This design comes from an exercise in tuning for small area and a short achievable clock period on the open sky130 flow, not from production work.
Function was checked by simulation only, so behaviour that the tests miss may differ from the original.

==> run A: inputs <==
==> flow/design.v (excerpt) <==
module top_convolution#(parameter int IMG_SIZE = 5)(
    input clk,
    input rst,
    input [23:0] in,
    input [71:0] FILTER,
    output reg [(IMG_SIZE-2)*(IMG_SIZE-2)*9-1:0] OUT);
clock: 17.0 ns
lec_check: 0
cap_margin: 20
core_margin: 2
core_utilization: 40
cts_buf_list: sky130_fd_sc_hd__clkbuf_4
slew_margin: 20
synth_hierarchical: 1
synth_minimum_keep_size: 0
standard.sh (not shown) runs the stock make flow with config.mk's settings and CLKGATE_MAP_FILE= SYNTH_SCRIPT=/design/flow/synth_recipe.tcl, a recipe that flattens the netlist after the stock synthesis.
==> flow/flow/run.sh <==
#!/bin/bash
# Layout flow: the standard ORFS flow (standard.sh, unchanged synthesis)
# with two settings changed: the port buffers are buf_2 cells instead of the
# default choice, and timing repair aims for 12.5 ns of setup slack.
set -euo pipefail
export BUFFER_PORTS_ARGS="-buffer_cell sky130_fd_sc_hd__buf_2"
export SETUP_SLACK_MARGIN=12.5
bash standard.sh > standard_make.log 2>&1
==> run F: changes against run A <==
==> flow/flow/run.sh (replaced) <==
#!/bin/bash
# Layout flow: the standard ORFS flow (standard.sh, unchanged synthesis)
# with two settings changed: the port buffers are buf_1 cells instead of the
# default choice, and timing repair aims for 12.5 ns of setup slack.
set -euo pipefail
export BUFFER_PORTS_ARGS="-buffer_cell sky130_fd_sc_hd__buf_1"
export SETUP_SLACK_MARGIN=12.5
bash standard.sh > standard_make.log 2>&1
CTS_BUF_LIST = sky130_fd_sc_hd__clkbuf_8   (was sky130_fd_sc_hd__clkbuf_4)
==> impl_summary.log <==
INFO  metric critical_hold_path_startpoint = r1c[1]
INFO  metric final.period_utilization = 0.2761
INFO  metric outcome = timing/DRC/antenna clean
-- figures above: run A

==> impl_summary.log <==
INFO  metric outcome = timing/DRC/antenna clean
INFO  metric final.period_utilization = 0.2662
INFO  metric critical_hold_path_startpoint = r0c[1]
-- figures above: run F


* * *

==> trial 57 <==
Another version of the RTL of top_convolution (not shown whole).
==> module top_convolution, before the edit <==
module top_convolution#(parameter int IMG_SIZE = 5)(
    input clk,
    input rst,
    input [23:0] in,
    input [71:0] FILTER,
    output reg [(IMG_SIZE-2)*(IMG_SIZE-2)*9-1:0] OUT);
    logic [71:0] f;
    always_ff @(posedge clk)
        if (rst) f <= FILTER;
    logic [8:0] tp[3][3];
    always_comb
        for (int k = 0; k < 3; k++)
            for (int l = 0; l < 3; l++)
                tp[k][l] = {f[(k*3+l)*8+7], f[(k*3+l)*8 +: 8]};
    logic [7:0] ps, pc;
    always_ff @(posedge clk) begin
        ps <= in[23:16] ^ in[15:8] ^ in[7:0];
        pc <= (in[23:16] & in[15:8]) | (in[23:16] & in[7:0]) | (in[15:8] & in[7:0]);
    end
    wire [8:0] s = {1'b0, ps} + {pc, 1'b0};
    logic [8:0] x;                        
    always_ff @(posedge clk) x <= s;
    logic [8:0] r0a, r0b, r0c, d0a, d0b, r1a, r1b, r1c, d1a, r2a, r2b;
    always_ff @(posedge clk) begin
        r0a <= 9'(x * tp[0][0]);
        r0b <= 9'(r0a + x * tp[0][1]);
        r0c <= 9'(r0b + x * tp[0][2]);
        d0a <= r0c;
        d0b <= d0a;
        r1a <= 9'(d0b + x * tp[1][0]);
        r1b <= 9'(r1a + x * tp[1][1]);
        r1c <= 9'(r1b + x * tp[1][2]);
        d1a <= r1c;
        r2a <= 9'(d1a + s * tp[2][0]);
        r2b <= 9'(r2a + s * tp[2][1]);
    end
    wire [8:0] res = 9'(r2b + s * tp[2][2]);
    logic [4:0] cnt;
    always_ff @(posedge clk)
        if (rst || cnt == 5'd25) cnt <= 5'd0;
        else cnt <= cnt + 5'd1;
    always_ff @(posedge clk)
        for (int p = 0; p < 9; p++)
            if (rst)
                OUT[p*9 +: 9] <= 9'd0;
            else if (cnt == 5'(((p/3)+2)*5 + (p%3) + 2 + 1))
                OUT[p*9 +: 9] <= res;
endmodule
Settings: LEC_CHECK=0, CAP_MARGIN=20, CORE_MARGIN=2, CORE_UTILIZATION=40, SLEW_MARGIN=20; clock period 17.0 ns.
run.sh (not shown) runs the stock make flow with config.mk's settings and CLKGATE_MAP_FILE= SYNTH_SCRIPT=/design/flow/synth_recipe.tcl, a recipe that flattens the netlist after the stock synthesis.
Stock flow here: none of the scripts above is used.
==> inputs of build 25, as changes to trial 57 <==
==> flow/design.v (replaced) <==
`timescale 1ns / 1ps
module top_convolution#(parameter int IMG_SIZE = 5)(
    input clk,
    input rst,
    input [23:0] in,
    input [71:0] FILTER,
    output reg [(IMG_SIZE-2)*(IMG_SIZE-2)*9-1:0] OUT);
    localparam int OSZ = IMG_SIZE-2;
    localparam int CW  = $clog2(IMG_SIZE*IMG_SIZE+1);
    localparam int IW  = $clog2(IMG_SIZE);
    localparam int OIW = $clog2(OSZ);
    localparam int PW  = $clog2(OSZ*OSZ);
    logic [7:0]R_IN[IMG_SIZE-1:0][IMG_SIZE-1:0];
    logic signed [8:0]R_OUT[IMG_SIZE-3:0][IMG_SIZE-3:0];
    logic [7:0]G_IN[IMG_SIZE-1:0][IMG_SIZE-1:0];
    logic signed [8:0]G_OUT[IMG_SIZE-3:0][IMG_SIZE-3:0];
    logic [7:0]B_IN[IMG_SIZE-1:0][IMG_SIZE-1:0];
    logic signed [8:0]B_OUT[IMG_SIZE-3:0][IMG_SIZE-3:0];
    logic [CW-1:0] counter;
    logic [CW-1:0] row,col;
    logic [IW-1:0] ri,ci;
    logic [OIW-1:0] wr,wc;
    logic signed [8:0] R_temp,G_temp,B_temp;
    logic [7:0] r_px,g_px,b_px;
    logic          s2_valid;
    logic [OIW-1:0] s2_row,s2_col;
    logic [PW-1:0] s2_pos;
    assign row = counter/CW'(IMG_SIZE);
    assign col = counter%CW'(IMG_SIZE);
    assign wr = OIW'(row - CW'(2));
    assign wc = OIW'(col - CW'(2));
    assign s2_pos = PW'(s2_row)*PW'(OSZ) + PW'(s2_col);
    wire win = (counter < CW'(IMG_SIZE*IMG_SIZE)) && (row>=CW'(2)) && (col>=CW'(2));
    always_ff@(posedge clk)
        begin
            if(rst)
                counter <= 0;
            else if(counter < CW'(IMG_SIZE*IMG_SIZE))
                begin
                    R_IN[IW'(row)][IW'(col)] <= in[23:16];
                    G_IN[IW'(row)][IW'(col)] <= in[15:8];
                    B_IN[IW'(row)][IW'(col)] <= in[7:0];
                    counter <= counter + CW'(1);
                end
            else
                begin
                    counter <= 0;
                end
        end
    always_comb
    begin
        R_temp = 0;
        G_temp = 0;
        B_temp = 0;
        for(int k=0;k<3;k++)
            begin
                for(int l=0;l<3;l++)
                    begin
                        if(k==2 && l==2)
                            begin
                                r_px = in[23:16];
                                g_px = in[15:8];
                                b_px = in[7:0];
                            end
                        else
                            begin
                                ri = IW'(row) - IW'(2-k);
                                ci = IW'(col) - IW'(2-l);
                                r_px = R_IN[ri][ci];
                                g_px = G_IN[ri][ci];
                                b_px = B_IN[ri][ci];
                            end
                        R_temp = R_temp + 9'($signed({1'b0,r_px})*$signed(FILTER[(k*3+l)*8 +: 8]));
                        G_temp = G_temp + 9'($signed({1'b0,g_px})*$signed(FILTER[(k*3+l)*8 +: 8]));
                        B_temp = B_temp + 9'($signed({1'b0,b_px})*$signed(FILTER[(k*3+l)*8 +: 8]));
                    end
            end
    end
    always_ff@(posedge clk)
    begin
        if(!rst && win)
            begin
                R_OUT[wr][wc] <= R_temp;
                G_OUT[wr][wc] <= G_temp;
                B_OUT[wr][wc] <= B_temp;
            end
    end
    always_ff@(posedge clk)
        begin
            if(rst)
                begin
                    s2_valid <= 1'b0;
                    s2_row <= 0;
                    s2_col <= 0;
                    OUT <= '0;
                end
            else
                begin
                    s2_valid <= win;
                    s2_row <= wr;
                    s2_col <= wc;
                    for(int p=0;p<OSZ*OSZ;p++)
                        if(s2_valid && s2_pos == PW'(p))
                            OUT[p*9 +: 9] <= R_OUT[s2_row][s2_col] + G_OUT[s2_row][s2_col] + B_OUT[s2_row][s2_col];
                end
        end
endmodule
==> summary.txt <==
Against trial 57, the clock skew of build 25 is higher by 0.083 ns.
Of trial 57 and build 25, build 25 has the higher design area (gap about 80%, measured against build 25).
In trial 57 the sequential share of layout area is higher than in build 25, by 0.21 points.
In build 25 the register-to-register slack is worse than in trial 57, by 8.9 ns.
In trial 57 the critical path depth is lower than in build 25, by 21.
Between trial 57 and build 25, the lower non-clock buffer count is in trial 57 (gap 264).
Against build 25, the first-iteration DRC count of trial 57 is smaller by 93%.
In trial 57 the final cell count is lower than in build 25, by about 75%.
Trial 57 ran to the end with no violations. Build 25 ran to the end with no violations.
==> figures <==
item	build 25	trial 57
Run status	timing/DRC/antenna clean	timing/DRC/antenna clean
Width of the die	484.5 um	228.9 um
Number of stages on the worst hold path	2	0
Area fraction in compound gates after synthesis	4.208%	3.427%
Critical path required time	17.42 ns	17.39 ns
Multi-input combinational cell area	0.06009 sq mm	0.01220 sq mm
Rel. slew slack	13.02%	26.85%
Overall die area	0.2347 sq mm	0.05238 sq mm
Count of non-CTS inverters in the layout	1,011	368
Via-per-instance ratio	5.929	4.673
Starting density of the core	40.21%	40.40%
Inst Count DP	11,180	2,822
Setup slack after layout	1.127 ns	10.06 ns
Worst setup startpoint	counter[0]$_SDFF_PN0_	ps[1]$_DFF_P_
Met3 routed WL	39,100 um	2106 um
Register-to-register path setup slack	1.13 ns	10.06 ns
Maximum fanout encountered on the critical timing path	57	13

separate check: timing with driven ports:
Ports are ideal in the flow. The routed layouts listed here were re-timed in OpenROAD. Step 1, drivers: a clkbuf_16 drives clk and a buf_2 each remaining input, both assumed. Step 2 adds t to the input delays and takes it off the output delays; t is the mean of the earliest and latest rising clock arrival at the registers after step 1. Input paths then give back, and output paths get back, about the clock's delay inside the block. a / b / c = ideal ports / drivers / drivers and shift; a / b = the first two.
run | shift t [ns] | setup slack, ns | clock arrival spread, ns | worst slew at a driven data input, ns
run A | 0.770 | 12.306 / 12.259 / 11.881 | 0.071 / 0.071 | 0.07
run F | 0.628 | 12.474 / 12.427 / 11.866 | 0.030 / 0.030 | 0.08
trial 57 | 0.602 | 10.059 / 10.059 / 10.059 | 0.019 / 0.020 | 0.06
build 25 | 0.880 | 1.127 / 1.127 / 1.127 | 0.118 / 0.118 | 0.13
After both steps setup and hold are still met in every run listed. For run F, which loses most, drivers alone change the setup slack by -0.047 ns; drivers and shift together by -0.608 ns.
